Background: an optimization exercise with open tools, aiming at small area, a short achievable clock period and few clock cycles. Do not read the settings as production practice. At most, simulation tests tie the RTL to the original design; equivalence was not proved. Function not checked in run 6: the RTL went through the layout flow alone. No activity file was given, so power comes from the tool's default toggle rates.

### flow/design.v
module decode(
	input [31:0] Instruction,
	output [4:0] Rs1,
	output [4:0] Rs2,
	output [4:0] Rd,
	output [13:0] I_Immediate,
	output [4:0] Func,
	output [1:0] Type
);
	assign Type        = Instruction[2:1];
	assign I_Immediate = Instruction[16:3];
	assign Rs2         = Instruction[16:12];
	assign Rd          = Instruction[21:17];
	assign Rs1         = Instruction[26:22];
	assign Func        = Instruction[31:27];
endmodule
module RegisterFile(
	input clock,
	input reset,
	input [31:0] WE,
	input [31:0] BusW,
	output [31:0] Avail,
	input [31:0] SelA,
	input FwA,
	input [4:0] DfltA,
	input [31:0] SelB,
	input FwB,
	input [4:0] DfltB,
	input [31:0] FwData,
	output [31:0] BusA,
	output [31:0] BusB
);
	reg [31:0] registers [0:31];
	reg [31:0] written;
	integer w;
	always @(posedge clock) begin
		for (w = 0; w < 32; w = w + 1)
			if (WE[w])
				registers[w] <= BusW;
	end
	always @(posedge clock) begin
		if (reset)
			written <= 32'd0;
		else
			written <= written | WE;
	end
	assign Avail = written | WE;
	genvar k, g;
	generate
		for (k = 0; k < 32; k = k + 1) begin : bit_
			wire [31:0] col;
			wire [3:0] ga, gb;
			wire [1:0] na, nb;
			for (g = 0; g < 32; g = g + 1) begin : c
				assign col[g] = registers[g][k];
			end
			for (g = 0; g < 4; g = g + 1) begin : grp
				rd_grp8 ua(.s(SelA[8*g +: 8]), .d(col[8*g +: 8]), .y(ga[g]));
				rd_grp8 ub(.s(SelB[8*g +: 8]), .d(col[8*g +: 8]), .y(gb[g]));
			end
			rd_nor2 pa0(.a(ga[0]), .b(ga[1]), .y(na[0]));
			rd_nor2 pa1(.a(ga[2]), .b(ga[3]), .y(na[1]));
			rd_nor2 pb0(.a(gb[0]), .b(gb[1]), .y(nb[0]));
			rd_nor2 pb1(.a(gb[2]), .b(gb[3]), .y(nb[1]));
			rd_fin ca(.n(na), .f(FwA), .fd(FwData[k]), .dl(k < 5 ? DfltA[k % 5] : 1'b0), .y(BusA[k]));
			rd_fin cb(.n(nb), .f(FwB), .fd(FwData[k]), .dl(k < 5 ? DfltB[k % 5] : 1'b0), .y(BusB[k]));
		end
	endgenerate
endmodule
module rd_grp8(input [7:0] s, input [7:0] d, output y);
	assign y = |(s & d);
endmodule
module rd_nor2(input a, input b, output y);
	assign y = ~(a | b);
endmodule
module rd_fin(input [1:0] n, input f, input fd, input dl, output y);
	assign y = ~(n[0] & n[1] & ~((f & fd) | dl));
endmodule
module ALU(
	input [31:0] a,
	input [31:0] op2,
	input cin,
	input inv,
	input sel_add,
	input sel_and,
	input sel_shl,
	input sel_shr,
	output [31:0] ALU_result,
	output [31:0] ALU_result_x
);
	wire [31:0] gn0, pn0, xs;
	genvar i;
	generate
		for (i = 0; i < 31; i = i + 1) begin : pg
			ks_pg u(.a(a[i]), .b(op2[i]), .gn(gn0[i+1]), .pn(pn0[i+1]));
		end
		for (i = 0; i < 32; i = i + 1) begin : x
			ks_x u(.a(a[i]), .b(op2[i]), .y(xs[i]));
		end
	endgenerate
	ks_inv ci(.a(cin), .y(gn0[0]));
	assign pn0[0] = 1'b1;
	wire [31:0] g1, p1, g2, p2, g3, p3, g4, p4, carry;
	ks_level_p #(.D(1))  l1(.g(gn0), .p(pn0), .go(g1), .po(p1));
	ks_level_n #(.D(2))  l2(.g(g1), .p(p1), .go(g2), .po(p2));
	ks_level_p #(.D(4))  l3(.g(g2), .p(p2), .go(g3), .po(p3));
	ks_level_n #(.D(8))  l4(.g(g3), .p(p3), .go(g4), .po(p4));
	ks_level_p #(.D(16)) l5(.g(g4), .p(p4), .go(carry), .po());
	wire [31:0] oth = ({32{sel_and}} & (a & op2))
	                | ({32{sel_shl}} & {a[28:0], 3'b000})
	                | ({32{sel_shr}} & {3'b000, a[31:3]});
	wire [31:0] res1 = ({32{sel_add}} & ~xs) | oth;
	wire [31:0] res0 = ({32{sel_add}} & xs) | oth;
	late_mux m(.s(carry), .d1(res1), .d0(res0), .y(ALU_result));
	late_mux mx(.s(carry), .d1(res1 ^ {32{inv}}), .d0(res0 ^ {32{inv}}), .y(ALU_result_x));
endmodule
module ks_pg(input a, input b, output gn, output pn);
	assign gn = ~(a & b);
	assign pn = ~(a | b);
endmodule
module ks_x(input a, input b, output y);
	assign y = a ^ b;
endmodule
module ks_level_n #(parameter D = 1) (
	input [31:0] g, input [31:0] p,
	output [31:0] go, output [31:0] po
);
	genvar i;
	generate
		for (i = 0; i < 32; i = i + 1) begin : c
			if (i >= D) begin : b
				ks_black_n u(.gh(g[i]), .ph(p[i]), .gl(g[i-D]), .pl(p[i-D]), .go(go[i]), .po(po[i]));
			end else begin : w
				ks_inv u(.a(g[i]), .y(go[i]));
				assign po[i] = 1'b1;
			end
		end
	endgenerate
endmodule
module ks_level_p #(parameter D = 1) (
	input [31:0] g, input [31:0] p,
	output [31:0] go, output [31:0] po
);
	genvar i;
	generate
		for (i = 0; i < 32; i = i + 1) begin : c
			if (i >= D) begin : b
				ks_black_p u(.gnh(g[i]), .pnh(p[i]), .gnl(g[i-D]), .pnl(p[i-D]), .go(go[i]), .po(po[i]));
			end else begin : w
				ks_inv u(.a(g[i]), .y(go[i]));
				assign po[i] = 1'b0;
			end
		end
	endgenerate
endmodule
module ks_black_n(input gh, input ph, input gl, input pl, output go, output po);
	assign go = ~(gh | (ph & gl));
	assign po = ~(ph & pl);
endmodule
module ks_black_p(input gnh, input pnh, input gnl, input pnl, output go, output po);
	assign go = ~(gnh & (pnh | gnl));
	assign po = ~(pnh | pnl);
endmodule
module ks_inv(input a, output y);
	assign y = ~a;
endmodule
module late_mux(
	input [31:0] s,
	input [31:0] d1,
	input [31:0] d0,
	output [31:0] y
);
	assign y = (s & d1) | (~s & d0);
endmodule
module op2_sel(
	input [31:0] b,
	input [31:0] d1,
	input [31:0] d0,
	output [31:0] y
);
	assign y = (b & d1) | (~b & d0);
endmodule
module mc_datapath(
	input clk,
	input rst,
	input in_valid,
	output in_ready,
	input [31:0] in_instr,
	output out_valid,
	output [4:0] out_rd,
	output [31:0] out_result,
	output [31:0] out_a,
	output [31:0] out_b
);
	wire [4:0] Rs1, Rs2, Rd, Func;
	wire [13:0] I_Immediate;
	wire [1:0] Type;
	decode dec(
		.Instruction(in_instr),
		.Rs1(Rs1), .Rs2(Rs2), .Rd(Rd),
		.I_Immediate(I_Immediate), .Func(Func), .Type(Type)
	);
	wire f0 = (Func == 5'd0);
	wire f1 = (Func == 5'd1);
	wire f2 = (Func == 5'd2);
	wire d_and = f0 && (Type == 2'd0 || Type == 2'd2);
	wire d_shl = f0 && (Type == 2'd1);
	wire d_shr = f2 && (Type == 2'd1);
	wire d_sub = f2 && (Type == 2'd0);
	wire d_imm = (f0 || f1) && (Type == 2'd2);
	wire d_add = !(d_and || d_shl || d_shr);
	reg f_v, f_sub, f_imm_sel, f_add, f_and, f_shl, f_shr;
	reg f_fe_a, f_fe_b, f_fw_a, f_fw_b;
	reg [31:0] f_sel_a, f_sel_b;
	reg [4:0] f_dflt_a, f_dflt_b, f_rd;
	reg [13:0] f_imm;
	reg e_v, e_cin, e_add, e_and, e_shl, e_shr;
	reg [4:0] e_rd;
	reg [31:0] e_a, e_b, e_op2;
	reg o_v;
	reg [4:0] o_rd;
	reg [31:0] o_we;
	reg [31:0] o_res, o_out, o_a, o_b;
	wire [31:0] avail, BusA, BusB, alu, alu_x;
	wire fe_a = f_v && (f_rd == Rs1);
	wire fe_b = f_v && (f_rd == Rs2);
	wire fw_a = e_v && (e_rd == Rs1);
	wire fw_b = e_v && (e_rd == Rs2);
	wire [31:0] hot_a = 32'd1 << Rs1;
	wire [31:0] hot_b = 32'd1 << Rs2;
	wire dflt_a = !avail[Rs1] && !fw_a;
	wire dflt_b = !avail[Rs2] && !fw_b;
	always @(posedge clk) begin
		f_v       <= !rst && in_valid;
		f_rd      <= Rd;
		f_imm     <= I_Immediate;
		f_sel_a   <= hot_a & avail & {32{!fw_a}};
		f_sel_b   <= hot_b & avail & {32{!fw_b}};
		f_dflt_a  <= Rs1 & {5{dflt_a}};
		f_dflt_b  <= Rs2 & {5{dflt_b}};
		f_fe_a    <= fe_a;
		f_fe_b    <= fe_b;
		f_fw_a    <= fw_a;
		f_fw_b    <= fw_b;
		f_imm_sel <= d_imm;
		f_sub     <= d_sub;
		f_add     <= d_add;
		f_and     <= d_and;
		f_shl     <= d_shl;
		f_shr     <= d_shr;
	end
	RegisterFile rf(
		.clock(clk), .reset(rst),
		.WE(o_we), .BusW(o_res), .Avail(avail),
		.SelA(f_sel_a), .FwA(f_fw_a), .DfltA(f_dflt_a),
		.SelB(f_sel_b), .FwB(f_fw_b), .DfltB(f_dflt_b),
		.FwData(o_res),
		.BusA(BusA), .BusB(BusB)
	);
	wire [31:0] immx = {{18{f_imm[13]}}, f_imm};
	wire [31:0] op2_rd;
	op2_sel os(.b(BusB), .d1(f_imm_sel ? immx : {32{!f_sub}}),
		.d0(f_imm_sel ? immx : {32{f_sub}}), .y(op2_rd));
	wire fe_op2 = f_fe_b && !f_imm_sel;
	wire [31:0] a_in, b_in, op2_in;
	late_mux ma(.s({32{f_fe_a}}), .d1(alu), .d0(BusA), .y(a_in));
	late_mux mb(.s({32{f_fe_b}}), .d1(alu), .d0(BusB), .y(b_in));
	late_mux mo(.s({32{fe_op2}}), .d1(alu_x), .d0(op2_rd), .y(op2_in));
	always @(posedge clk) begin
		e_v   <= !rst && f_v;
		e_rd  <= f_rd;
		e_cin <= f_sub;
		e_add <= f_add;
		e_and <= f_and;
		e_shl <= f_shl;
		e_shr <= f_shr;
		e_a   <= a_in;
		e_b   <= b_in;
		e_op2 <= op2_in;
	end
	ALU alu_u(
		.a(e_a), .op2(e_op2), .cin(e_cin), .inv(f_sub),
		.sel_add(e_add), .sel_and(e_and), .sel_shl(e_shl), .sel_shr(e_shr),
		.ALU_result(alu), .ALU_result_x(alu_x)
	);
	always @(posedge clk) begin
		o_v   <= !rst && e_v;
		o_we  <= (32'd1 << e_rd) & {32{!rst && e_v}};
		o_rd  <= e_rd;
		o_res <= alu;
		o_out <= alu;
		o_a   <= e_a;
		o_b   <= e_b;
	end
	assign in_ready   = 1'b1;
	assign out_valid  = o_v;
	assign out_rd     = o_rd;
	assign out_result = o_out;
	assign out_a      = o_a;
	assign out_b      = o_b;
endmodule
### flow/run.sh
#!/bin/bash
# synth_recipe.tcl (not shown) runs the flow's synth.tcl, then flattens the netlist and writes it again
# the make line also repeats each setting of config.mk as NAME=value (left out here)
make -C /OpenROAD-flow-scripts/flow DESIGN_CONFIG=/design/flow/config.mk WORK_HOME=/design/flow/orfs CLKGATE_MAP_FILE= SYNTH_SCRIPT=/design/flow/synth_recipe.tcl finish
### flow/config.mk
export PLATFORM = sky130hd
export DESIGN_NAME = mc_datapath
export DESIGN_NICKNAME = mc_datapath
export VERILOG_FILES = /design/flow/design.v
export SDC_FILE = /design/flow/constraint.sdc
export NUM_CORES = 4
export LEC_CHECK = 0
export CAP_MARGIN = 20
export CORE_MARGIN = 2
export CORE_UTILIZATION = 50
export CTS_CLUSTER_DIAMETER = 100
export CTS_CLUSTER_SIZE = 30
export SETUP_SLACK_MARGIN = 2.6
export SLEW_MARGIN = 20
export SYNTH_HIERARCHICAL = 1
export TNS_END_PERCENT = 100
### flow/constraint.sdc
create_clock -name core_clock -period 5.0 [get_ports {clk}]
set_input_delay 1.0000 -clock core_clock [delete_from_list [all_inputs] [get_ports {clk}]]
set_output_delay 1.0000 -clock core_clock [all_outputs]
set_load 0.01 [all_outputs]
==> results of run 1 <==
[report_power, final]
part | leakage [nW] | internal, mW | switching (mW)
Sequential | 12.4 | 13.1 | 0.227
Combinational | 10.0 | 1.29 | 1.77
Clock | 0.783 | 2.20 | 3.62
[layer usage]
layer  up-vias  routed length [um]  track usage, %
li1      17836                   -               -
met1     21762               81700            47.5
met2      3341               97400            53.9
met3       568               29700            9.52
met4         6               10600            14.5
met5         -                  35               0
[sequential cells by signal (all words and copies together), names as in the netlist, 5 cells and up]
| signal | cells |
|---|---|
| rf.registers | 1024 |
| f_dflt_b | 5 |
| f_sel_a | 32 |
| o_a | 32 |
| o_b | 32 |
| e_rd | 5 |
| f_dflt_a | 5 |
| rf.written | 32 |
| f_rd | 5 |
| o_we | 32 |
| e_b | 32 |
| e_op2 | 32 |
| o_out | 32 |
| e_a | 32 |
| f_imm | 14 |
| o_rd | 5 |
| f_sel_b | 32 |
[worst reg2reg max path: cells and delay by family, from the launching register on]
kind | cells | cell delay [ns]
buffers and inverters | 2 | 0.51
AND/OR/NAND/NOR | 3 | 0.61
flip-flops | 1 | 0.33
multiplexers | 2 | 0.61
AO/OA/AOI/OAI | 1 | 0.29
[final timing paths]
path / cells past startpoint / from / to / slack (ns)
worst max-delay path: 8 / f_sel_b[29] / e_op2[4] / 2.54
worst min-delay path: 0 / f_shr / e_shr / 0.33
worst max register to register: 8 / f_sel_b[29] / e_op2[4] / 2.54
worst min register to register: 0 / f_shr / e_shr / 0.33
[timing repair]
item	CTS	global route
endpoints found under the setup margin	253	138
resized for setup	490	124
pin swaps	25	21
hold buffers	0	0
setup buffers	64	34
gates cloned	21	0
[through the flow]
| stage | hold WS, ns | util, % |
|---|---|---|
| final | 0.334 | 57.1 |
| after global routing | 0.339 | 57.1 |
| after CTS | 0.334 | 56.5 |
| after detailed placement | 0.312 | 53.5 |
| after global placement | 0.312 | 53.5 |
| after floorplan | 0.310 | - |
[final cells by class]
cell class | count | share of cell area (%)
Sequential cell | 1401 | 57.6
Multi-Input combinational cell | 2734 | 30.7
Inverter | 37 | 0.207
Tap cell | 1536 | 2.86
Timing Repair Buffer | 386 | 6.12
Antenna cell | 9 | 0.0336
Clock inverter | 7 | 0.166
Clock buffer | 93 | 2.28
[layout by cell type, fill, tap and decap left out, types with 17 or more instances in the layout]
cell type / instances
a22oi_1: 1037
edfxtp_1: 1024
nand4_1: 257
nand2_1: 230
dfxtp_1: 213
mux2_4: 192
nor2_1: 180
buf_4: 168
xor2_1: 109
dfxtp_2: 93
dfxtp_4: 71
dlygate4sd2_1: 70
o21ai_2: 64
nand4b_1: 64
and3_1: 63
nor2_2: 60
nand3_1: 58
conb_1: 55
clkbuf_16: 55
a21oi_2: 54
nand3_2: 46
clkbuf_1: 37
inv_1: 36
buf_6: 36
or2_2: 33
nand2b_1: 29
buf_12: 29
clkdlybuf4s50_1: 26
nor2_4: 23
o21ba_2: 22
bufbuf_16: 21
buf_2: 18
mux2i_1: 17
==> results.cfg, run 1 <==
[setup_path]
worst_path_largest_cell_delay_ns = 0.34
critical_path_arrival_ns = 3.08
worst-path-max-fanout = 32
critPathSlowestCell = mux2_4
cp-end-kind = flop
crit_type = flop to flop
critPathRequiredTime_ns = 5.62
crit_buf_inv = 2
crit_path_start_kind = flop
path_cells = buf_4 -> a22oi_1 -> nand4_1 -> nor2_2 -> nand4b_1 -> buf_4 -> mux2_4 -> mux2_4
cpLargestDelayFamily = multiplexers

[floorplan]
core_um2 = 118000
io_pins = 138
start_util_pct = 50.2
die_y_um = 348
fp.dieW_um = 348
dieArea_um2 = 121000
rows = 126

[place]
dp_hpwl_um = 128000
portBuffers = 135
dpl_cell_area_um2 = 63000
dp_cells = 5975
place.gp.congestion = 0.908
pre_cts_slack_ns = 1.53

[cts]
cts_tree = yes
clk_pin_slew_ns = 0.11
clkLatencyLatePin_ns = 0.74
cts_buffer_depth = 3
cts_inserted_buffers = 54
cts.sinks = 1401
htreeDepth = 2
clock-root-buffer = clkbuf_16

[sta]
worst_pin_slew_ns = 1.10
setup_violations = 0
maxSlewHeadroom_pct = 26.8
maxSlewViolCount = 0
timing.fmax_ghz = 0.406
setup_slack_ns = 2.54
rsz0062_at_grt = true
fin_worst_skew_ns = 0.0446
fin_setup_tns_ns = 0
finalHoldViolations = 0
finalCritPeriodShare_pct = 49.2
fin_crit_ns = 2.46

[global_routing]
grt_pass1_wl_um = 301000
antenna_found_initial = 18
grt.overflow.total = 0
grt_pass1_vias = 40812
grt_use_total_pct = 35.2
grt_start_max_net_pins = 53

[worst_hold_path]
worstHoldPathType = flop to flop

[cells_and_area]
layout.cells.non_filler = 6203
multi_input_area_um2 = 20600
fin_area_um2 = 67100
area_delta_synth_final_pct = 13.7
final_nets = 4649
regArea_um2 = 38700
fillers = 9463
drive_gt1_share_pct = 22.8

[logic_synthesis]
synth_cells = 4206
syn_area_um2 = 59000
syn_avg_cell_area_um2 = 14.0
yosysWarnings = 9

[drt]
wl_um = 219000
drc = 0
via_per_inst = 7.01
drt_pass1_iterations = 10
drtIter0Drc = 7237
ant_nets = 0
vias = 43513
wl_per_cell_um = 35.4

[power]
power_mw = 22.2
irDropWorstVdd_mv = 0.261
pwr_density_cell_nw_per_um2 = 331
p_leak_nw = 23.2

[outcome]
status = no timing/DRC/antenna violations

[flow_run]
drv_cap = 0
Testbench counts, summed over its fixed seeds: cycles 32,024.
==> inputs of run 2 (changes only) <==
--- a/flow/design.v
+++ b/flow/design.v
@@ -63,6 +63,11 @@
 			rd_nor2 pb0(.a(gb[0]), .b(gb[1]), .y(nb[0]));
 			rd_nor2 pb1(.a(gb[2]), .b(gb[3]), .y(nb[1]));
-			rd_fin ca(.n(na), .f(FwA), .fd(FwData[k]), .dl(k < 5 ? DfltA[k % 5] : 1'b0), .y(BusA[k]));
-			rd_fin cb(.n(nb), .f(FwB), .fd(FwData[k]), .dl(k < 5 ? DfltB[k % 5] : 1'b0), .y(BusB[k]));
+			if (k < 5) begin : d
+				rd_fin ca(.n(na), .f(FwA), .fd(FwData[k]), .dl(DfltA[k % 5]), .y(BusA[k]));
+				rd_fin cb(.n(nb), .f(FwB), .fd(FwData[k]), .dl(DfltB[k % 5]), .y(BusB[k]));
+			end else begin : n
+				rd_fin_nd ca(.n(na), .f(FwA), .fd(FwData[k]), .y(BusA[k]));
+				rd_fin_nd cb(.n(nb), .f(FwB), .fd(FwData[k]), .y(BusB[k]));
+			end
 		end
 	endgenerate
@@ -77,4 +82,7 @@
 	assign y = ~(n[0] & n[1] & ~((f & fd) | dl));
 endmodule
+module rd_fin_nd(input [1:0] n, input f, input fd, output y);
+	assign y = ~(n[0] & n[1] & ~(f & fd));
+endmodule
 module ALU(
 	input [31:0] a,
@@ -129,6 +137,9 @@
 	generate
 		for (i = 0; i < 32; i = i + 1) begin : c
-			if (i >= D) begin : b
+			if (i >= 2 * D) begin : b
 				ks_black_n u(.gh(g[i]), .ph(p[i]), .gl(g[i-D]), .pl(p[i-D]), .go(go[i]), .po(po[i]));
+			end else if (i >= D) begin : y
+				ks_gray_n u(.gh(g[i]), .ph(p[i]), .gl(g[i-D]), .go(go[i]));
+				assign po[i] = 1'b1;
 			end else begin : w
 				ks_inv u(.a(g[i]), .y(go[i]));
@@ -145,6 +156,9 @@
 	generate
 		for (i = 0; i < 32; i = i + 1) begin : c
-			if (i >= D) begin : b
+			if (i >= 2 * D) begin : b
 				ks_black_p u(.gnh(g[i]), .pnh(p[i]), .gnl(g[i-D]), .pnl(p[i-D]), .go(go[i]), .po(po[i]));
+			end else if (i >= D) begin : y
+				ks_gray_p u(.gnh(g[i]), .pnh(p[i]), .gnl(g[i-D]), .go(go[i]));
+				assign po[i] = 1'b0;
 			end else begin : w
 				ks_inv u(.a(g[i]), .y(go[i]));
@@ -162,4 +176,10 @@
 	assign po = ~(pnh | pnl);
 endmodule
+module ks_gray_n(input gh, input ph, input gl, output go);
+	assign go = ~(gh | (ph & gl));
+endmodule
+module ks_gray_p(input gnh, input pnh, input gnl, output go);
+	assign go = ~(gnh & (pnh | gnl));
+endmodule
 module ks_inv(input a, output y);
 	assign y = ~a;
@@ -193,12 +213,10 @@
 	output [31:0] out_b
 );
-	wire [4:0] Rs1, Rs2, Rd, Func;
-	wire [13:0] I_Immediate;
-	wire [1:0] Type;
-	decode dec(
-		.Instruction(in_instr),
-		.Rs1(Rs1), .Rs2(Rs2), .Rd(Rd),
-		.I_Immediate(I_Immediate), .Func(Func), .Type(Type)
-	);
+	wire [4:0] Rs1 = in_instr[26:22];
+	wire [4:0] Rs2 = in_instr[16:12];
+	wire [4:0] Rd = in_instr[21:17];
+	wire [4:0] Func = in_instr[31:27];
+	wire [13:0] I_Immediate = in_instr[16:3];
+	wire [1:0] Type = in_instr[2:1];
 	wire f0 = (Func == 5'd0);
 	wire f1 = (Func == 5'd1);
--- a/flow/config.mk
+++ b/flow/config.mk
@@ -8,8 +8,8 @@
 export CAP_MARGIN = 20
 export CORE_MARGIN = 2
-export CORE_UTILIZATION = 50
+export CORE_UTILIZATION = 55
 export CTS_CLUSTER_DIAMETER = 100
 export CTS_CLUSTER_SIZE = 30
-export SETUP_SLACK_MARGIN = 2.6
+export SETUP_SLACK_MARGIN = 2.75
 export SLEW_MARGIN = 20
 export SYNTH_HIERARCHICAL = 1
==> run 2 against run 1 <==
Net effect: highest routed layer is now met4; register-to-register slack better by 0.10 ns; wire length rose by 0.53%; largest cell class unchanged; worst hold slack lost 0.0011 ns.
==> results.cfg, run 2 <==
[sta]
fin_worst_skew_ns = 0.0462
rsz0062_at_grt = true
maxSlewHeadroom_pct = 38.9
setup_violations = 0
finalCritPeriodShare_pct = 47.8
worst_pin_slew_ns = 0.916
fin_crit_ns = 2.39
maxSlewViolCount = 0
finalHoldViolations = 0
timing.fmax_ghz = 0.419
fin_setup_tns_ns = 0

[cts]
cts_hold_buffers = 0
clkLatencyLatePin_ns = 0.76
cts.sinks = 1401
cts_inserted_buffers = 53
cts_buffer_depth = 3
clk_pin_slew_ns = 0.12
clock-root-buffer = clkbuf_16
cts_tree = yes
htreeDepth = 2

[global_routing]
grt.overflow.total = 0
antenna_found_initial = 5
grt_pass1_wl_um = 296000
grt_pass1_vias = 39450
grt_start_max_net_pins = 65
grt_use_total_pct = 39.1

[power]
intPower_mw = 15.0
p_seq_share_pct = 65.3
clock_power_share_pct = 29.7
p_leak_nw = 24.0
irDropWorstVdd_mv = 0.375
switching_share_pct = 22.2
p_switching_mw = 4.30
combPwrFrac_pct = 5.0
pwr_density_cell_nw_per_um2 = 285

[floorplan]
start_util_pct = 55.5
dieArea_um2 = 109000
io_pins = 138
die_y_um = 330
fp.dieW_um = 330
core_um2 = 105000
rows = 119

[place]
portBuffers = 135
place.gp.congestion = 0.957
dp_cells = 5789
dp_hpwl_um = 125000

[drt]
drc = 0
wl_um = 221000
via_per_inst = 7.20
drtIter0Drc = 7093
vias = 43323
ant_nets = 0
wl_per_cell_um = 36.7
drt_pass1_iterations = 19

[setup_path]
rr_startpoint = f_sel_b[29]
crit_type = flop to output port
crit_path_start_kind = flop
reg2reg_to = e_op2[17]
rrSetupSlack_ns = 2.64
worst-path-max-fanout = 2
cp-end-kind = output port
critPathRequiredTime_ns = 4.00
critical_path_arrival_ns = 1.39
reg2reg_depth = 7

[cells_and_area]
multi_input_area_um2 = 21200
largest_register_ffs = 1024
final_cell_mix = edfxtp_1 (1024), a22oi_1 (992), nand4_1 (257), dfxtp_1 (219), nand2_1 (212)
largest_register = rf.registers
final_nets = 4612
drive_gt1_share_pct = 28.1
area_delta_synth_final_pct = 15.9
layout.cells.non_filler = 6018
final_common_cell = edfxtp_1
fillers = 7902
regArea_um2 = 38700

[worst_hold_path]
worstHoldPathType = flop to flop
hold_end = e_add
hold_depth = 0
hold_path.startpoint = f_add

[logic_synthesis]
syn_avg_cell_area_um2 = 14.0
yosysWarnings = 9
syn_area_um2 = 58500
synth_cells = 4169

[outcome]
status = no timing/DRC/antenna violations

[flow_run]
drv_cap = 0
run 2: cell types whose count changed in the layout (fill, tap and decap cells not counted), moves of 45 or more:
cell	before	now
a22oi_1	1037	992
a22oi_2	4	49
nor2_1	180	124
buf_2	18	67
dlygate4sd2_1	70	3
conb_1	55	1
nand4b_1	64	10
run 2: how the worst max path moves through the flow:
stage	to	cells past startpoint	start	slack, ns
2_1_floorplan	f_dflt_b[0]	6	in_instr[12]	2.67
3_3_place_gp	f_sel_b[27]	6	in_instr[15]	1.41
3_5_place_dp	f_sel_b[19]	6	in_instr[15]	1.42
4_1_cts	out_result[15]	2	o_out[15]	2.60
5_1_grt	out_result[14]	2	o_out[14]	2.58
6_report	out_result[14]	2	o_out[14]	2.61
run 2: per-layer routing:
layer	up-vias	routed length [um]	GRT usage [%]
met5	-	0	0
met2	3286	96200	59.2
met3	558	28100	8.55
li1	17742	-	-
met1	21737	81500	53.0
met4	0	14700	20.6
run 2: area by class of cell:
class                   count  share of cell area, %
diodes                      6                 0.0222
clock buffers              90                   2.19
clock inverters             9                  0.168
inverters                  37                  0.209
multi-input cells        2680                   31.3
flip-flops and latches   1401                   57.1
well taps                1391                   2.57
repair buffers            403                   6.39
repair inverters            1                 0.0111
run 2: power by group through the flow:
stage                     Combinational (mW)  Clock (mW)  Sequential (mW)
after floorplan                        0.330           0             12.9
after global placement                 0.687           0             13.0
after detailed placement               0.697           0             12.9
after CTS                              0.893        5.74             12.6
after global routing                    1.00        6.16             12.6
final                                  0.968        5.73             12.6
run 2: critical path, stage by stage (launching register included):
cell and delay [ns]:
dfxtp_4 0.37, buf_12 0.14, buf_6 0.11
run 2: repair_timing:
item	in CTS	in global routing
pin swaps	35	90
gates resized for setup	951	279
setup endpoints to repair	291	183
cloned	18	9
buffers inserted	66	31
run 2: per-stage QoR:
step	setup slack (ns)	hold slack [ns]	instance area [um2]	power, mW	util (%)
after floorplan	2.67	0.310	58500	13.3	-
after global placement	1.41	0.310	62300	13.6	59.1
after detailed placement	1.42	0.312	62300	13.6	59.1
after CTS	2.60	0.333	66300	19.3	62.9
after global routing	2.58	0.339	67700	19.8	64.2
final	2.61	0.333	67700	19.3	64.3
Testbench counts of run 2, summed over its fixed seeds: cycles 32,024.
==> inputs of run 3 (changes only) <==
--- a/flow/config.mk
+++ b/flow/config.mk
@@ -10,6 +10,6 @@
 export CORE_UTILIZATION = 55
 export CTS_CLUSTER_DIAMETER = 100
-export CTS_CLUSTER_SIZE = 30
-export SETUP_SLACK_MARGIN = 2.75
+export CTS_CLUSTER_SIZE = 24
+export SETUP_SLACK_MARGIN = 2.9
 export SLEW_MARGIN = 20
 export SYNTH_HIERARCHICAL = 1
==> run 3 against run 2 <==
Net effect: still clean on timing, DRC and antenna; synthesized cell count is the same; via count grew 2.0%; power grew 3.8%; combinational power grew 0.6%.
==> results.cfg, run 3 <==
[outcome]
status = no timing/DRC/antenna violations

[cts]
clkLatencyLatePin_ns = 0.70
htreeDepth = 3
cts_inserted_buffers = 68
clk_pin_slew_ns = 0.10
clock-root-buffer = clkbuf_16
cts.sinks = 1401
cts_buffer_depth = 3
cts_hold_buffers = 0
cts_tree = yes

[floorplan]
dieArea_um2 = 109000
die_y_um = 330
fp.dieW_um = 330
io_pins = 138
start_util_pct = 55.5
core_um2 = 105000
rows = 119

[power]
p_leak_nw = 25.3
clock_power_share_pct = 32.4
combPwrFrac_pct = 4.9
irDropWorstVdd_mv = 0.301
pwr_density_cell_nw_per_um2 = 282
switching_share_pct = 21.9
p_switching_mw = 4.40
p_seq_share_pct = 62.8
power_mw = 20.1
intPower_mw = 15.7

[setup_path]
critPathSlowestCell = dfxtp_4
reg2reg_to = e_op2[22]
cpLargestDelayFamily = simple AND/OR/NAND/NOR gates
crit_path_start_kind = flop
crit_type = flop to flop
endpoint = e_op2[22]
worst-path-max-fanout = 8
rr_startpoint = f_sel_b[27]
setup.worst_path.start = f_sel_b[27]
rrSetupSlack_ns = 2.66
worst_path_largest_cell_delay_ns = 0.44
critPathRequiredTime_ns = 5.59
crit_top_cell = mux2_4
crit_cells = 8
crit_buf_inv = 2
critical_path_arrival_ns = 2.93
cp-end-kind = flop
reg2reg_depth = 8
path_cells = buf_12 -> buf_16 -> a22oi_2 -> nand4_1 -> nor2_4 -> nand3_4 -> mux2_4 -> mux2_4

[cells_and_area]
final_cell_mix = edfxtp_1 (1024), a22oi_1 (913), nand4_1 (257), mux2_4 (192), nand2_1 (190)
final_nets = 4715
area_delta_synth_final_pct = 21.7
drive_gt1_share_pct = 33.5
largest_register = rf.registers
largest_register_ffs = 1024
post-route-util_pct = 67.5
final_common_cell = edfxtp_1

[place]
place.gp.congestion = 0.941
pre_cts_slack_ns = 1.43
dp_hpwl_um = 124000
portBuffers = 135

[global_routing]
grt_pass1_vias = 41023
grt_start_max_net_pins = 65
antenna_found_initial = 4
grt_use_total_pct = 40.9
grt_pass1_wl_um = 310000
grt.overflow.total = 0

[logic_synthesis]
yosysWarnings = 9
synth_cells = 4169
syn_avg_cell_area_um2 = 14.0
syn_area_um2 = 58500

[sta]
finalCritPeriodShare_pct = 46.9
hold-worst-slack_ns = 0.323
setup_slack_ns = 2.66
rsz0062_at_grt = true
finalHoldViolations = 0
timing.fmax_ghz = 0.427
fin_crit_ns = 2.34
maxSlewViolCount = 0
setup_violations = 0
fin_setup_tns_ns = 0
fin_worst_skew_ns = 0.0237
maxSlewHeadroom_pct = 34.6
worst_pin_slew_ns = 0.980

[drt]
vias = 44183
ant_nets = 0
drt_pass1_iterations = 19
wl_per_cell_um = 37.4
drc = 0
via_per_inst = 7.21
wl_um = 229000
drtIter0Drc = 7388

[flow_run]
drv_cap = 0

[worst_hold_path]
worstHoldPathType = flop to flop
-- run 3: power by group through the flow --
stage               Sequential (mW)  Combinational [mW]  Clock, mW
detailed placement             12.9               0.747          0
global route                   12.6                1.01       6.88
global placement               12.9               0.739          0
floorplan                      12.9               0.340          0
finish                         12.6               0.974       6.50
CTS                            12.6               0.914       6.50
-- run 3: routing by layer --
| metal | part of all wire, % | global-route usage (%) |
|---|---|---|
| met1 | 37 | 54.8 |
| met2 | 43 | 60.4 |
| met3 | 14 | 11.2 |
| met4 | 7.3 | 23.2 |
| met5 | 0 | 0 |
-- run 3: cell type report --
cell class / count / area, um2
Inverter: 37 / 144
Clock buffer: 116 / 1970
Timing Repair Buffer: 492 / 6090
Tap cell: 1391 / 1740
Fill cell: 7498 / 34200
Clock inverter: 6 / 90.1
Multi-Input combinational cell: 2680 / 22300
Antenna cell: 7 / 17.5
Sequential cell: 1401 / 38800
-- run 3: per-stage QoR --
step                instance area, um2  std cells
detailed placement               62400       5787
CTS                              69500       6076
global placement                 62400       5787
finish                           71200       6130
global route                     71200       6123
floorplan                        58600       4169
-- run 3: timing repair --
action                      CTS  global route
pin swaps                   207           202
setup endpoints to repair   301           268
buffers inserted            122            41
gates resized for setup    1341           306
cloned                       45             6
-- run 3: worst min path at each step --
stage,depth (start not counted),slack [ns],start,end
3_3_place_gp,0,0.31,e_b[22],o_b[22]
2_1_floorplan,0,0.31,f_add,e_add
3_5_place_dp,0,0.31,e_b[9],o_b[9]
5_1_grt,0,0.32,e_b[26],o_b[26]
4_1_cts,0,0.32,e_b[26],o_b[26]
6_report,0,0.32,e_b[26],o_b[26]
==> inputs of run 4 (changes only) <==
--- a/flow/config.mk
+++ b/flow/config.mk
@@ -8,8 +8,8 @@
 export CAP_MARGIN = 20
 export CORE_MARGIN = 2
-export CORE_UTILIZATION = 55
+export CORE_UTILIZATION = 50
 export CTS_CLUSTER_DIAMETER = 100
-export CTS_CLUSTER_SIZE = 24
-export SETUP_SLACK_MARGIN = 2.9
+export CTS_CLUSTER_SIZE = 26
+export SETUP_SLACK_MARGIN = 2.75
 export SLEW_MARGIN = 20
 export SYNTH_HIERARCHICAL = 1
==> run 4 against run 3 <==
Net effect: still clean; global-route usage is 5.7 points lower; cell count is 0.52% higher; wire length is 4.1% lower; flip-flop and latch count stayed put; sequential power hardly changed; core utilization is 8.9 points lower; register-to-register slack hardly changed; maximum frequency is 1.9% lower; clock skew is 0.040 ns higher; combinational power is 8% higher; critical path type is now flop to output port.
==> results.cfg, run 4 <==
[outcome]
status = no timing/DRC/antenna violations

[drt]
via_per_inst = 6.99
drt_pass1_iterations = 7
drtIter0Drc = 6858
wl_um = 220000
wl_per_cell_um = 35.7
drc = 0
vias = 43083
ant_nets = 0

[sta]
maxSlewHeadroom_pct = 38.9
rsz0062_at_grt = true
fin_setup_tns_ns = 0
setup_violations = 0
maxSlewViolCount = 0
finalHoldViolations = 0
fin_worst_skew_ns = 0.0635
worst_pin_slew_ns = 0.917
finalCritPeriodShare_pct = 47.8
fin_crit_ns = 2.39
timing.fmax_ghz = 0.418

[power]
p_leak_nw = 24.1
irDropWorstVdd_mv = 0.293
pwr_density_cell_nw_per_um2 = 291

[setup_path]
reg2reg_depth = 7
crit_path_start_kind = flop
reg2reg_to = e_op2[29]
critPathSlowestCell = dfxtp_4
path_cells = buf_12 -> buf_6
crit_type = flop to output port
crit_buf_inv = 2
critical_path_arrival_ns = 1.39
cpLargestDelayFamily = flip-flops
worst-path-max-fanout = 2
rr_startpoint = f_sel_b[19]
rrSetupSlack_ns = 2.67
critPathRequiredTime_ns = 4.00
worst_path_largest_cell_delay_ns = 0.37
cp-end-kind = output port

[logic_synthesis]
synth_cells = 4169
syn_area_um2 = 58500
yosysWarnings = 9
syn_avg_cell_area_um2 = 14.0

[place]
dpl_cell_area_um2 = 62400
portBuffers = 135
place.gp.congestion = 0.939
dp_hpwl_um = 121000

[global_routing]
grt_pass1_vias = 40024
grt_start_max_net_pins = 65
grt.overflow.total = 0
grt_use_total_pct = 35.3
antenna_found_initial = 3
grt_pass1_wl_um = 299000

[cts]
cts.sinks = 1401
cts_inserted_buffers = 61
clk_pin_slew_ns = 0.11
htreeDepth = 2
cts_tree = yes
clkLatencyLatePin_ns = 0.78
cts_buffer_depth = 3
clock-root-buffer = clkbuf_16
cts_hold_buffers = 0

[cells_and_area]
largest_register = rf.registers
fin_area_um2 = 68000
drive_gt1_share_pct = 27.4
final_cell_mix = edfxtp_1 (1024), a22oi_1 (1018), nand4_1 (257), nand2_1 (219), dfxtp_1 (207)
largest_register_ffs = 1024
final_nets = 4613
area_delta_synth_final_pct = 16.3
final_common_cell = edfxtp_1

[floorplan]
io_pins = 138
fp.dieW_um = 346
die_y_um = 346
core_um2 = 116000
dieArea_um2 = 120000
start_util_pct = 50.4
rows = 125

[worst_hold_path]
worstHoldPathType = flop to flop
hold_end = o_b[25]
hold_depth = 0
hold_path.startpoint = e_b[25]

[flow_run]
drv_cap = 0
[run 4: how the worst max path moves through the flow]
stage,from,endpoint,cells after the start
after floorplan,in_instr[12],f_dflt_b[0],6
after global placement,in_instr[12],f_sel_b[19],6
after detailed placement,in_instr[12],f_sel_b[19],6
after CTS,o_out[9],out_result[9],2
after global routing,o_out[18],out_result[18],2
final,o_out[9],out_result[9],2
[run 4: layout make-up]
| cell class | count | area [um2] |
|---|---|---|
| Tap cell | 1524 | 1910 |
| Inverter | 37 | 139 |
| Multi-Input combinational cell | 2680 | 20900 |
| Clock inverter | 9 | 118 |
| Antenna cell | 7 | 17.5 |
| Sequential cell | 1401 | 38700 |
| Clock buffer | 107 | 1740 |
| Fill cell | 9239 | 48000 |
| Timing Repair Buffer | 397 | 4470 |
[run 4: report_power, final]
part	switching (mW)	internal (mW)	total, mW
Clock	3.69	2.45	6.14
Combinational	0.623	0.425	1.05
Sequential	0.0796	12.5	12.6
Total	4.39	15.4	19.8
[run 4: repair_timing]
action,4_1_cts,5_1_grt
resized for setup,924,245
pin swaps,29,75
setup endpoints to repair,289,186
setup buffers,73,32
gates cloned,24,2
[run 4: per-layer routing]
| layer | wire [um] | part of all wire (%) | GRT usage [%] |
|---|---|---|---|
| met1 | 80700 | 37 | 46.1 |
| met2 | 96100 | 44 | 52.3 |
| met3 | 28500 | 13 | 10.1 |
| met4 | 14700 | 6.7 | 21.0 |
| met5 | 0 | 0 | 0 |
[run 4: per-stage QoR]
step                      utilization, %  hold WS [ns]  power (mW)  setup slack (ns)  cells
after floorplan                        -         0.310        13.3              2.67   4169
after global placement              53.8         0.310        13.6              1.36   5907
after detailed placement            53.8         0.312        13.6              1.33   5907
after CTS                           57.5         0.325        19.7              2.59   6120
after global routing                58.6         0.336        20.2              2.59   6155
final                               58.6         0.327        19.8              2.61   6162
==> inputs of run 5 (changes only) <==
--- a/flow/design.v
+++ b/flow/design.v
@@ -21,8 +21,10 @@
 	input [31:0] BusW,
 	output [31:0] Avail,
-	input [31:0] SelA,
+	input [3:0] SelALo,
+	input [7:0] SelAHi,
 	input FwA,
 	input [4:0] DfltA,
-	input [31:0] SelB,
+	input [3:0] SelBLo,
+	input [7:0] SelBHi,
 	input FwB,
 	input [4:0] DfltB,
@@ -46,6 +48,11 @@
 	end
 	assign Avail = written | WE;
+	wire [31:0] SelA, SelB;
 	genvar k, g;
 	generate
+		for (g = 0; g < 32; g = g + 1) begin : sel
+			assign SelA[g] = SelALo[g % 4] & SelAHi[g / 4] & written[g];
+			assign SelB[g] = SelBLo[g % 4] & SelBHi[g / 4] & written[g];
+		end
 		for (k = 0; k < 32; k = k + 1) begin : bit_
 			wire [31:0] col;
@@ -230,5 +237,6 @@
 	reg f_v, f_sub, f_imm_sel, f_add, f_and, f_shl, f_shr;
 	reg f_fe_a, f_fe_b, f_fw_a, f_fw_b;
-	reg [31:0] f_sel_a, f_sel_b;
+	reg [3:0] f_lo_a, f_lo_b;
+	reg [7:0] f_hi_a, f_hi_b;
 	reg [4:0] f_dflt_a, f_dflt_b, f_rd;
 	reg [13:0] f_imm;
@@ -245,6 +253,4 @@
 	wire fw_a = e_v && (e_rd == Rs1);
 	wire fw_b = e_v && (e_rd == Rs2);
-	wire [31:0] hot_a = 32'd1 << Rs1;
-	wire [31:0] hot_b = 32'd1 << Rs2;
 	wire dflt_a = !avail[Rs1] && !fw_a;
 	wire dflt_b = !avail[Rs2] && !fw_b;
@@ -253,6 +259,8 @@
 		f_rd      <= Rd;
 		f_imm     <= I_Immediate;
-		f_sel_a   <= hot_a & avail & {32{!fw_a}};
-		f_sel_b   <= hot_b & avail & {32{!fw_b}};
+		f_lo_a    <= 4'd1 << Rs1[1:0];
+		f_hi_a    <= (8'd1 << Rs1[4:2]) & {8{!fw_a}};
+		f_lo_b    <= 4'd1 << Rs2[1:0];
+		f_hi_b    <= (8'd1 << Rs2[4:2]) & {8{!fw_b}};
 		f_dflt_a  <= Rs1 & {5{dflt_a}};
 		f_dflt_b  <= Rs2 & {5{dflt_b}};
@@ -271,6 +279,6 @@
 		.clock(clk), .reset(rst),
 		.WE(o_we), .BusW(o_res), .Avail(avail),
-		.SelA(f_sel_a), .FwA(f_fw_a), .DfltA(f_dflt_a),
-		.SelB(f_sel_b), .FwB(f_fw_b), .DfltB(f_dflt_b),
+		.SelALo(f_lo_a), .SelAHi(f_hi_a), .FwA(f_fw_a), .DfltA(f_dflt_a),
+		.SelBLo(f_lo_b), .SelBHi(f_hi_b), .FwB(f_fw_b), .DfltB(f_dflt_b),
 		.FwData(o_res),
 		.BusA(BusA), .BusB(BusB)
--- a/flow/config.mk
+++ b/flow/config.mk
@@ -8,7 +8,7 @@
 export CAP_MARGIN = 20
 export CORE_MARGIN = 2
-export CORE_UTILIZATION = 50
+export CORE_UTILIZATION = 55
 export CTS_CLUSTER_DIAMETER = 100
-export CTS_CLUSTER_SIZE = 26
+export CTS_CLUSTER_SIZE = 24
 export SETUP_SLACK_MARGIN = 2.75
 export SLEW_MARGIN = 20
==> run 5 against run 4 <==
Net effect: synthesized cell count shrank 0.53%; maximum frequency shrank 6.3%; area after synthesis shrank 1.5%; via count grew 1.4%; critical path type is now flop to flop; largest cell class unchanged.
==> results.cfg, run 5 <==
[outcome]
status = no timing/DRC/antenna violations

[cts]
clock-root-buffer = clkbuf_16
cts_buffer_depth = 3
clk_pin_slew_ns = 0.10
htreeDepth = 3
cts_inserted_buffers = 67
cts_tree = yes
clkLatencyLatePin_ns = 0.69
cts.sinks = 1361

[setup_path]
critical_path_arrival_ns = 3.12
critPathRequiredTime_ns = 5.57
crit_type = flop to flop
reg2reg_depth = 9
cp-end-kind = flop
worst-path-max-fanout = 8
crit_path_start_kind = flop

[cells_and_area]
largest_register_ffs = 1024
drive_gt1_share_pct = 29.4
post-route-util_pct = 65.8
layout.cells.non_filler = 6008
area_delta_synth_final_pct = 18.5
largest_register = rf.registers
final_common_cell = edfxtp_1
final_cell_mix = edfxtp_1 (1024), a22oi_1 (928), nand4_1 (259), nand2_1 (230), dfxtp_1 (201)
final_nets = 4618

[drt]
drtIter0Drc = 7445
ant_nets = 0
wl_um = 224000
drc = 0
via_per_inst = 7.27
vias = 43684
drt_pass1_iterations = 7
wl_per_cell_um = 37.3

[logic_synthesis]
syn_avg_cell_area_um2 = 13.9
yosysWarnings = 9
synth_cells = 4147
syn_area_um2 = 57600

[sta]
fin_worst_skew_ns = 0.0251
fin_crit_ns = 2.55
maxSlewViolCount = 0
finalHoldViolations = 0
setup_violations = 0
maxSlewHeadroom_pct = 33.4
fin_setup_tns_ns = 0
setup_slack_ns = 2.45
rsz0062_at_grt = true
worst_pin_slew_ns = 0.999
timing.fmax_ghz = 0.392
finalCritPeriodShare_pct = 51.0

[power]
power_mw = 19.4
combPwrFrac_pct = 4.3
switching_share_pct = 21.8
p_leak_nw = 23.3
irDropWorstVdd_mv = 0.278
intPower_mw = 15.2
pwr_density_cell_nw_per_um2 = 284
p_seq_share_pct = 63.6
p_switching_mw = 4.22
clock_power_share_pct = 32.2

[floorplan]
dieArea_um2 = 107000
die_y_um = 328
rows = 118
core_um2 = 104000
io_pins = 138
fp.dieW_um = 328
start_util_pct = 55.6

[place]
pre_cts_slack_ns = 1.55
place.gp.congestion = 0.930
portBuffers = 135
dp_hpwl_um = 119000
dp_cells = 5757

[flow_run]
drv_cap = 0

[worst_hold_path]
hold_depth = 0
worstHoldPathType = flop to flop

[global_routing]
grt.overflow.total = 0
grt_use_total_pct = 38.9
grt_pass1_wl_um = 295000
grt_pass1_vias = 41065
antenna_found_initial = 6
grt_start_max_net_pins = 65
-- run 5: cell count changes in the layout (fill, tap and decap cells not counted), moves of 24 or more --
cell,before,now
buf_2,66,28
clkdlybuf4s15_2,1,25
a22oi_2,23,121
a22oi_1,1018,928
clkbuf_16,65,91
and3_1,63,31
and3_4,0,34
-- run 5: path summary, 6_finish.rpt --
| path | slack [ns] | end | startpoint |
|---|---|---|---|
| worst max-delay path | 2.45 | e_op2[11] | f_lo_b[2] |
| worst min-delay path | 0.33 | e_add | f_add |
| worst max register to register | 2.45 | e_op2[11] | f_lo_b[2] |
| worst min register to register | 0.33 | e_add | f_add |
-- run 5: layout make-up --
cell class | instances | area, um2
multi-input combinational | 2703 | 21700
sequential | 1361 | 37800
tap | 1380 | 1730
antenna | 2 | 5.00
fill | 7740 | 35400
clock buffer | 106 | 1870
inverter | 40 | 150
timing repair buffer | 410 | 4970
clock inverter | 6 | 56.3
-- run 5: layer usage --
metal / wire, um / track usage, % / up-vias
met3: 31700 / 11.7 / 638
met1: 80300 / 50.9 / 21814
met2: 99500 / 59.4 / 3469
met5: 27 / 0 / -
li1: - / - / 17759
met4: 12300 / 18.9 / 4
-- run 5: repair_timing --
item	in CTS	in global routing
hold buffers	0	0
resized for setup	874	357
buffers inserted	52	37
setup endpoints to repair	241	169
pin swaps	93	155
cloned	21	27
-- run 5: stage by stage --
step	instance area, um2	hold slack (ns)
global route	68200	0.332
floorplan	57600	0.310
CTS	66200	0.324
detailed placement	61500	0.312
global placement	61500	0.310
finish	68200	0.330
-- run 5: critical path: stages (launching register included) --
cell     delay, ns
dfxtp_4       0.41
and3_4        0.21
buf_6         0.14
buf_16        0.16
a22oi_2       0.18
nand4_1       0.30
nor2_4        0.31
nand3_4       0.14
mux2_4        0.31
mux2_4        0.26
-- run 5: power by group through the flow --
stage / Combinational, mW / Clock [mW] / Sequential, mW
global route: 0.866 / 6.61 / 12.3
CTS: 0.794 / 6.25 / 12.3
global placement: 0.684 / 0 / 12.6
detailed placement: 0.697 / 0 / 12.6
floorplan: 0.314 / 0 / 12.6
finish: 0.829 / 6.23 / 12.3
Testbench counts of run 5, summed over its fixed seeds: cycles 32,024.
==> inputs of run 6 (changes only) <==
==> flow/design.v (replaced) <==
module decode(
	input [31:0] Instruction,
	output [4:0] Rs1,
	output [4:0] Rs2,
	output [4:0] Rd,
	output [13:0] I_Immediate,
	output [4:0] Func,
	output [1:0] Type
);
	assign Type        = Instruction[2:1];
	assign I_Immediate = Instruction[16:3];
	assign Rs2         = Instruction[16:12];
	assign Rd          = Instruction[21:17];
	assign Rs1         = Instruction[26:22];
	assign Func        = Instruction[31:27];
endmodule
module RegisterFile(
	input clock,
	input reset,
	input [4:0] RA,
	input [4:0] RB,
	input [4:0] RW,
	input WriteEnable,
	input [31:0] BusW,
	output [31:0] BusA,
	output [31:0] BusB
);
	reg [31:0] registers [0:31];
	reg [31:0] written;
	always @(posedge clock) begin
		if (WriteEnable)
			registers[RW] <= BusW;
	end
	always @(posedge clock) begin
		if (reset)
			written <= 32'd0;
		else if (WriteEnable)
			written[RW] <= 1'b1;
	end
	wire [31:0] selA, selB;
	genvar i;
	generate
		for (i = 0; i < 32; i = i + 1) begin : g_sel
			assign selA[i] = (RA == i) & written[i];
			assign selB[i] = (RB == i) & written[i];
		end
	endgenerate
	reg [31:0] orA, orB;
	integer j;
	always @(*) begin
		orA = 32'd0;
		orB = 32'd0;
		for (j = 0; j < 32; j = j + 1) begin
			orA = orA | ({32{selA[j]}} & registers[j]);
			orB = orB | ({32{selB[j]}} & registers[j]);
		end
	end
	assign BusA = orA | {27'd0, RA & {5{~|selA}}};
	assign BusB = orB | {27'd0, RB & {5{~|selB}}};
endmodule
module ALU(
	input [31:0] a,
	input [31:0] op2,
	input cin,
	input sel_add,
	input sel_and,
	input sel_shl,
	input sel_shr,
	output [31:0] ALU_result
);
	wire [31:0] sum = a + op2 + {31'd0, cin};
	assign ALU_result = ({32{sel_add}} & sum)
	                  | ({32{sel_and}} & (a & op2))
	                  | ({32{sel_shl}} & {a[28:0], 3'b000})
	                  | ({32{sel_shr}} & {3'b000, a[31:3]});
endmodule
module mc_datapath(
	input clk,
	input rst,
	input in_valid,
	output in_ready,
	input [31:0] in_instr,
	output out_valid,
	output [4:0] out_rd,
	output [31:0] out_result,
	output [31:0] out_a,
	output [31:0] out_b
);
	wire [4:0] Rs1, Rs2, Rd, Func;
	wire [13:0] I_Immediate;
	wire [1:0] Type;
	decode dec(
		.Instruction(in_instr),
		.Rs1(Rs1), .Rs2(Rs2), .Rd(Rd),
		.I_Immediate(I_Immediate), .Func(Func), .Type(Type)
	);
	wire f0 = (Func == 5'd0);
	wire f1 = (Func == 5'd1);
	wire f2 = (Func == 5'd2);
	wire d_and = f0 && (Type == 2'd0 || Type == 2'd2);
	wire d_shl = f0 && (Type == 2'd1);
	wire d_shr = f2 && (Type == 2'd1);
	wire d_sub = f2 && (Type == 2'd0);
	wire d_imm = (f0 || f1) && (Type == 2'd2);
	wire d_add = !(d_and || d_shl || d_shr);
	wire [31:0] immx = {{18{I_Immediate[13]}}, I_Immediate};
	reg e_v, e_cin, e_add, e_and, e_shl, e_shr;
	reg [4:0] e_rd;
	reg [31:0] e_a, e_b, e_op2;
	wire [31:0] alu;
	reg o_v;
	reg [4:0] o_rd;
	reg [31:0] o_res, o_a, o_b;
	wire [31:0] BusA, BusB;
	RegisterFile rf(
		.clock(clk), .reset(rst),
		.RA(Rs1), .RB(Rs2), .RW(o_rd),
		.WriteEnable(o_v), .BusW(o_res),
		.BusA(BusA), .BusB(BusB)
	);
	wire fe_a = e_v && (e_rd == Rs1);
	wire fe_b = e_v && (e_rd == Rs2);
	wire fw_a = o_v && (o_rd == Rs1);
	wire fw_b = o_v && (o_rd == Rs2);
	wire [31:0] a_in = fe_a ? alu : fw_a ? o_res : BusA;
	wire [31:0] b_in = fe_b ? alu : fw_b ? o_res : BusB;
	always @(posedge clk) begin
		e_v   <= !rst && in_valid;
		e_rd  <= Rd;
		e_cin <= d_sub;
		e_add <= d_add;
		e_and <= d_and;
		e_shl <= d_shl;
		e_shr <= d_shr;
		e_a   <= a_in;
		e_b   <= b_in;
		e_op2 <= d_imm ? immx : (b_in ^ {32{d_sub}});
	end
	ALU alu_u(
		.a(e_a), .op2(e_op2), .cin(e_cin),
		.sel_add(e_add), .sel_and(e_and), .sel_shl(e_shl), .sel_shr(e_shr),
		.ALU_result(alu)
	);
	always @(posedge clk) begin
		o_v   <= !rst && e_v;
		o_rd  <= e_rd;
		o_res <= alu;
		o_a   <= e_a;
		o_b   <= e_b;
	end
	assign in_ready   = 1'b1;
	assign out_valid  = o_v;
	assign out_rd     = o_rd;
	assign out_result = o_res;
	assign out_a      = o_a;
	assign out_b      = o_b;
endmodule
==> flow/config.mk (replaced) <==
export PLATFORM = sky130hd
export DESIGN_NAME = mc_datapath
export DESIGN_NICKNAME = mc_datapath
export VERILOG_FILES = /design/flow/design.v
export SDC_FILE = /design/flow/constraint.sdc
export NUM_CORES = 4
export LEC_CHECK = 0
export CAP_MARGIN = 20
export CORE_MARGIN = 2
export CORE_UTILIZATION = 40
export SLEW_MARGIN = 20
==> run 6 against run 5 <==
Net effect: still clean; worst hold slack got worse by 0.014 ns; setup slack got worse by 2.2 ns; design area down 5.5%; flip-flop and latch count is 96 lower; critical path depth is 4 higher; power rose by 17%; synthesized cell count shrank 0.14%; die area increased by 28%; highest routed layer unchanged.
==> results.cfg, run 6 <==
[outcome]
status = no timing/DRC/antenna violations

[floorplan]
io_pins = 138
fp.dieW_um = 371
dieArea_um2 = 137000
die_y_um = 371
start_util_pct = 40.3
rows = 134
core_um2 = 133000

[setup_path]
critPathRequiredTime_ns = 5.65
cp-end-kind = flop
worst-path-max-fanout = 21
crit_path_start_kind = input pin
crit_type = input pin to flop
critical_path_arrival_ns = 5.42

[logic_synthesis]
synth_top_family_by_area = compound AO/OA/AOI/OAI gates
yosysWarnings = 2
synth_common_cells = edfxtp_1 (1024), a22oi_1 (907), dfxtp_1 (241)
synthXorXnorAreaFrac_pct = 0.928
synth_cell_types = 83
synth_top_area_share_pct = 57.2
yosysSeqAreaShare_pct = 66.1
synth_area_leader_cell = edfxtp_1
ys_ff_latch = 1265
synth_cells = 4141
synth_flop_cell = edfxtp_1
synthMuxAreaShare_pct = 0.698
syn_area_um2 = 53800
async_flop_share_pct = 0
synth_compound_area_share_pct = 17.7
synthSimpleGateAreaFrac_pct = 10.7
synth_area_leaders = edfxtp_1 (57%), a22oi_1 (13%), dfxtp_1 (9.0%)
syn_avg_cell_area_um2 = 13.0
synth-adder-area-share_pct = 0.912
synth_edf_count = 1024
synth.most_common_cell = edfxtp_1

[sta]
fin_setup_tns_ns = 0
fin_crit_ns = 4.77
finalCritPeriodShare_pct = 95.4
worst_pin_slew_ns = 1.26
maxSlewHeadroom_pct = 16.3
setup_violations = 0
finalHoldViolations = 0
rsz0062_at_grt = false
fin_worst_skew_ns = 0.0341
timing.fmax_ghz = 0.210
maxSlewViolCount = 0

[cells_and_area]
fin_area_um2 = 64500
final_common_cell = edfxtp_1
final_nets = 4585
largest_register_ffs = 1024
drive_gt1_share_pct = 17.1
final_cell_mix = edfxtp_1 (1024), a22oi_1 (907), buf_4 (392), dfxtp_1 (239), nand4_1 (194)
area_delta_synth_final_pct = 19.9
largest_register = rf.registers

[cts]
ctsResizeCount = 0
clk_pin_slew_ns = 0.06
cts_tree = yes
cts_inserted_buffers = 138
cts.sinks = 1265
htreeDepth = 4
cts_buffer_depth = 3
clkLatencyLatePin_ns = 0.80
post-cts-setup-buffers = 0
cts_hold_buffers = 0
clock-root-buffer = clkbuf_16

[drt]
via_per_inst = 7.48
drc = 0
wl_per_cell_um = 46.7
drt_pass1_iterations = 9
wl_um = 299000
drtIter0Drc = 11231
ant_nets = 0
vias = 47863

[power]
power_mw = 22.7
irDropWorstVdd_mv = 0.357
pwr_density_cell_nw_per_um2 = 351
p_leak_nw = 22.7

[place]
dp_hpwl_um = 190000
portBuffers = 135
dpl_cell_area_um2 = 60000
place.gp.congestion = 1.03

[global_routing]
grt_start_max_net_pins = 50
grt_pass1_wl_um = 390000
grt_pass1_vias = 43823
antenna_found_initial = 14
grt_use_total_pct = 42.3
grt.overflow.total = 0

[flow_run]
drv_cap = 0

[worst_hold_path]
worstHoldPathType = flop to flop
run 6: changes by cell type in the layout (fill, tap and decap cells not counted), sizes merged, moves of 53 or more:
cell | previous run | this run
clkdlybuf4s50 | 25 | 135
dfxtp | 337 | 241
nand2 | 237 | 184
a22oi | 1060 | 907
buf | 295 | 428
mux2 | 196 | 21
nand4 | 259 | 194
xor2 | 110 | 28
nor2 | 267 | 205
run 6: per-stage QoR:
stage	setup WS (ns)	utilization [%]	instances	hold slack [ns]
floorplan	1.74	-	4141	0.310
global placement	-0.494	44.9	6140	0.310
detailed placement	-0.182	44.9	6140	0.312
CTS	0.583	48.3	6390	0.320
global route	0.397	48.3	6390	0.319
finish	0.228	48.3	6398	0.316
run 6: cell type report:
| type | count | area [um2] |
|---|---|---|
| diodes | 8 | 20.0 |
| flip-flops and latches | 1265 | 35600 |
| fillers | 11749 | 69000 |
| repair buffers | 563 | 5010 |
| inverters | 40 | 150 |
| multi-input cells | 2504 | 17000 |
| well taps | 1768 | 2210 |
| clock buffers | 182 | 3840 |
| clock inverters | 68 | 684 |
run 6: layer usage:
metal / global-route usage (%) / share of wire [%] / vias to the layer above
li1: - / - / 17561
met1: 52.3 / 34 / 23552
met2: 59.9 / 41 / 5324
met3: 19.6 / 17 / 1408
met4: 25.9 / 7.9 / 18
met5: 0 / 0.044 / -
run 6: power breakdown:
group	switching [mW]	leakage, nW	internal (mW)
Combinational	0.526	9.11	0.207
Sequential	0.0760	11.4	11.5
Clock	4.37	2.18	5.99
run 6: path summary, 6_finish.rpt:
check	from	endpoint	slack, ns	depth (start not counted)
max	in_instr[13]	e_op2[11]	0.23	13
min	e_b[25]	o_b[25]	0.32	0
max reg2reg	rf.written[20]	e_op2[31]	0.95	10
min reg2reg	e_b[25]	o_b[25]	0.32	0
run 6: logic make-up (layout without fill, tap and decap cells):
group           Yosys count  in the layout
simple gates           1094           1094
compound gates         1282           1282
fa+ha+maj                38             38
flops                  1265           1265
other cells               1              9
mux                      32             32
xor+xnor                 57             57
buf+inv                 372            853
run 6: worst max-delay path: stages:
cell and delay [ns]:
clkdlybuf4s50_1 0.52, buf_12 0.21, nor3b_2 0.86, and2_2 0.74, buf_12 0.30, a22oi_1 0.10
nand2_1 0.08, nor3_1 0.07, a31oi_1 0.68, buf_4 0.22, mux2i_1 0.06, buf_4 0.16
a221oi_1 0.34

[re-timing with driven ports]
The results above use ideal ports. As a check the final layouts listed here were re-extracted and re-timed, cells and wires unchanged. Step 1 (the two cells are an assumption about what drives the block):
set clk [get_ports {clk}]
set_driving_cell -lib_cell sky130_fd_sc_hd__clkbuf_16 $clk
set_driving_cell -lib_cell sky130_fd_sc_hd__buf_2 [delete_from_list [all_inputs] $clk]
Step 2 adds t to the input delays and takes it off the output delays; t is the mean of the earliest and latest rising clock arrival at the registers after step 1. Input paths then give back, and output paths get back, about the clock's delay inside the block. Three values: no drivers, after step 1, after step 2; two values: the first two.
run | t (ns) | setup WS [ns] | worst setup path at the end | slew at the worst register clock pin (ns) | worst data-port slew with drivers (ns)
run 1 | 0.794 | 2.538 / 2.538 / 1.936 | input to register | 0.12 / 0.12 | 0.05
run 2 | 0.814 | 2.612 / 2.532 / 2.076 | input to register | 0.12 / 0.12 | 0.04
run 3 | 0.766 | 2.656 / 2.587 / 2.219 | input to register | 0.11 / 0.11 | 0.05
run 4 | 0.823 | 2.610 / 2.530 / 2.019 | input to register | 0.12 / 0.12 | 0.04
run 5 | 0.751 | 2.450 / 2.450 / 2.056 | input to register | 0.11 / 0.11 | 0.06
run 6 | 0.859 | 0.228 / 0.277 / -0.583 | input to register | 0.07 / 0.07 | 0.07
With both steps, setup timing fails in run 6, where it was met with ideal ports. The setup slack of run 6, which loses most, moves by +0.049 ns with the drivers and by -0.811 ns with both steps.
